Background: an optimization exercise with open tools, aiming at small area. Do not read the settings as production practice. In this exercise RTL edits were held to simulation tests only and were not proved equivalent to the original. No activity file was given, so power comes from the tool's default toggle rates.

Setup of raven:
==> flow/design.v (excerpt) <==
module display (
input wire clk,
input wire rst,
input wire btnU, btnL, btnR, btnD, btnP,
output wire hsync, vsync,
output wire [3:0] red, green, blue,
output wire [6:0] seg,
output wire [3:0] an
);
==> flow/config.mk <==
export PLATFORM = sky130hd
export DESIGN_NAME = display
export DESIGN_NICKNAME = display
export VERILOG_FILES = /design/flow/design.v
export SDC_FILE = /design/flow/constraint.sdc
export NUM_CORES = 4
export LEC_CHECK = 0
export ABC_AREA = 1
export CAP_MARGIN = 20
export CORE_MARGIN = 2
export CORE_UTILIZATION = 60
export SLEW_MARGIN = 20

export BUFFER_PORTS_ARGS = -buffer_cell sky130_fd_sc_hd__buf_1
==> flow/constraint.sdc <==
create_clock -name core_clock -period 10.0 [get_ports {clk}]
set_input_delay 2.0000 -clock core_clock [delete_from_list [all_inputs] [get_ports {clk}]]
set_output_delay 2.0000 -clock core_clock [all_outputs]
set_load 0.01 [all_outputs]
standard.sh (not shown) runs the stock make flow with config.mk's settings and CLKGATE_MAP_FILE= SYNTH_SCRIPT=/design/flow/synth_recipe.tcl, a recipe that flattens the netlist after the stock synthesis.
==> flow/flow/run.sh <==
#!/bin/bash
# Own layout flow: the standard synthesis, then the combinational logic
# between the registers is mapped again by ABC for area (the registers, their
# names and cell types are kept as the standard synthesis gave them), then
# the standard layout from the floorplan on.
set -euo pipefail
HERE=$(pwd)
RES=$HERE/orfs/results/$FLOW_PLATFORM/display/base
LIB=$FLOW_HOME/platforms/$FLOW_PLATFORM/lib/sky130_fd_sc_hd__tt_025C_1v80.lib
YOSYS=$(command -v yosys || echo /OpenROAD-flow-scripts/tools/install/yosys/bin/yosys)
[ -x "$YOSYS" ] || YOSYS=$FLOW_HOME/../tools/install/yosys/bin/yosys

bash standard.sh synth > synth.log 2>&1

DU=""
for c in $(sed -n '/DONT_USE_CELLS += /,/^$/p' $FLOW_HOME/platforms/$FLOW_PLATFORM/config.mk | grep -o 'sky130_fd_sc_hd__[a-z0-9_]*'); do
  DU="$DU -dont_use $c"
done

cp $RES/1_2_yosys.v $HERE/1_2_yosys_standard.v

# Map the logic again with ABC's deep synthesis under several random seeds
# (four at a time) and keep the smallest result.
C2="balance -l; resub -K 6 -l; rewrite -l; resub -K 6 -N 2 -l; refactor -l; resub -K 8 -l; balance -l; resub -K 8 -N 2 -l; rewrite -l; resub -K 10 -l; rewrite -z -l; resub -K 10 -N 2 -l; balance -l; resub -K 12 -l; refactor -z -l; resub -K 12 -N 2 -l; rewrite -z -l; balance -l"
reopt () {
  local n=$1
  printf 'strash\n&get -n\n&deepsyn -T 60 -S %s\n&put\n%s\ndch -f\namap\nstrash\ndch -f\namap\ntopo\n' $n "$C2" > $HERE/area_$n.abc
  cat > $HERE/reopt_$n.ys <<EOS
read_liberty -ignore_miss_func $LIB
read_verilog $HERE/1_2_yosys_standard.v
hierarchy -top $FLOW_TOP
blackbox sky130_fd_sc_hd__*df* sky130_fd_sc_hd__conb*
flatten
opt -purge
abc -liberty $LIB $DU -script $HERE/area_$n.abc
setundef -zero
splitnets
opt_clean -purge
hilomap -singleton -hicell sky130_fd_sc_hd__conb_1 HI -locell sky130_fd_sc_hd__conb_1 LO
insbuf -buf sky130_fd_sc_hd__buf_4 A X
opt_clean -purge
tee -o $HERE/stat_$n.txt stat -liberty $LIB
write_verilog -noattr -nohex -nodec $HERE/1_2_yosys_area_$n.v
EOS
  $YOSYS -s $HERE/reopt_$n.ys > reopt_$n.log 2>&1 || true
}
for n in 1 2 3 4; do reopt $n & done; wait
for n in 5 6 7 8; do reopt $n & done; wait
best=""; bestarea=""
for n in 1 2 3 4 5 6 7 8; do
  a=$(grep -o "Chip area for module .*: [0-9.]*" $HERE/stat_$n.txt 2>/dev/null | awk '{print $NF}' || true)
  [ -n "$a" ] || continue
  if [ -z "$best" ] || awk "BEGIN{exit !($a < $bestarea)}"; then best=$n; bestarea=$a; fi
done
echo "best seed $best area $bestarea" > reopt.log
if [ -n "$best" ]; then cp $HERE/1_2_yosys_area_$best.v $HERE/1_2_yosys_area.v; else cp $HERE/1_2_yosys_standard.v $HERE/1_2_yosys_area.v; fi

# Prove the new netlist equal to the standard one (registers paired by name);
# keep the standard netlist if the proof does not go through.
cat > $HERE/equiv.ys <<EOS
read_liberty -ignore_miss_func $LIB
read_verilog $HERE/1_2_yosys_standard.v
rename $FLOW_TOP gold
read_verilog $HERE/1_2_yosys_area.v
rename $FLOW_TOP gate
hierarchy -check
flatten gold gate
opt_clean
equiv_make gold gate eq
hierarchy -top eq
equiv_simple -undef
equiv_induct -undef
equiv_status -assert
EOS
if $YOSYS -s $HERE/equiv.ys > equiv.log 2>&1; then
  cp $HERE/1_2_yosys_area.v $RES/1_2_yosys.v
else
  echo "equivalence proof failed; keeping the standard netlist" >> equiv.log
fi
rm -f $RES/1_synth.odb $RES/1_synth.sdc

# Port buffers: the standard flow buffers every input and output port; use
# the smallest buffer cell for them (the ports' loads are small).
printf '\nexport BUFFER_PORTS_ARGS = -buffer_cell sky130_fd_sc_hd__buf_1\n' >> $HERE/config.mk

bash standard.sh finish > finish.log 2>&1
Edits applied to the flow inputs when going from raven to harbor:
# raven
export LEC_CHECK = 0
export ABC_AREA = 1
export CAP_MARGIN = 20
export CORE_MARGIN = 2
export CORE_UTILIZATION = 60
export SLEW_MARGIN = 20
export BUFFER_PORTS_ARGS = -buffer_cell sky130_fd_sc_hd__buf_1
create_clock -name core_clock -period 10.0 [get_ports {clk}]
# harbor
export LEC_CHECK = 0
export ABC_AREA = 1
export CAP_MARGIN = 20
export CORE_MARGIN = 2
export CORE_UTILIZATION = 65
export SLEW_MARGIN = 20
export BUFFER_PORTS_ARGS = -buffer_cell sky130_fd_sc_hd__buf_1
create_clock -name core_clock -period 10.0 [get_ports {clk}]
-- flow/flow/run.sh --
<<< raven, line 23
# (four at a time) and keep the smallest result.
>>> harbor, line 23
# and two finishing scripts (four runs at a time) and keep the smallest result.
<<< raven, line 27
  printf 'strash\n&get -n\n&deepsyn -T 60 -S %s\n&put\n%s\ndch -f\namap\nstrash\ndch -f\namap\ntopo\n' $n "$C2" > $HERE/area_$n.abc
>>> harbor, line 27
  local seed=$(( (n + 1) / 2 ))
  if (( n % 2 )); then
    printf 'strash\n&get -n\n&deepsyn -T 60 -S %s\n&put\n%s\ndch -f\namap\nstrash\ndch -f\namap\ntopo\n' $seed "$C2" > $HERE/area_$n.abc
  else
    printf 'strash\n&get -n\n&deepsyn -T 60 -S %s\n&put\n%s\ndch -f\namap\ntopo\n' $seed "$C2" > $HERE/area_$n.abc
  fi
<<< raven, line 47
for n in 1 2 3 4; do reopt $n & done; wait
for n in 5 6 7 8; do reopt $n & done; wait
>>> harbor, line 52
for b in 0 4 8 12; do
  for n in 1 2 3 4; do reopt $((b + n)) & done; wait
done
<<< raven, line 50
for n in 1 2 3 4 5 6 7 8; do
>>> harbor, line 56
for n in $(seq 1 16); do
==> comparison <==
harbor: power is 3.7% higher than what raven reported. Diff raven -> harbor: largest stage delay on the critical path shows an increase of 70 ps; clock network power share fell 0.6 points; signal arrival time at the worst endpoint rose 70 ps. Summary of harbor over raven: critical path depth rose by 2; number of nets at the end of the flow stayed essentially flat; final worst-path cycle share rose by 1.0 points; core utilization rose by 6.0 points; total routed wirelength fell by 3.2%. harbor ends up with higher normalized max-slew margin than raven does.

==> static timing again, ports no longer ideal <==
In the flow no input, the clock included, has a driving cell. The finished layouts below were timed again as built, in two steps. Step 1 sets driving cells, clkbuf_16 on the clock port and buf_2 on the other inputs (assumed; they add their load-dependent delay and slew). Step 2 times the ports against the registers' clock, not the clock port: input delays grow and output delays shrink by t, the midpoint of the rising clock arrivals with the driver on. Three values: ideal ports, drivers, drivers and shift; two values: the first two.
run | t (ns) | setup WS [ns] | hold WS [ns] | worst setup path after step 2 | clock arrival spread, ns
raven | 0.412 | 3.089 / 3.089 / 3.089 | 0.369 / 0.369 / 0.369 | register to register | 0.012 / 0.013
harbor | 0.397 | 2.986 / 2.986 / 2.986 | 0.362 / 0.362 / 0.362 | register to register | 0.007 / 0.007
After both steps setup and hold are still met in every run listed.
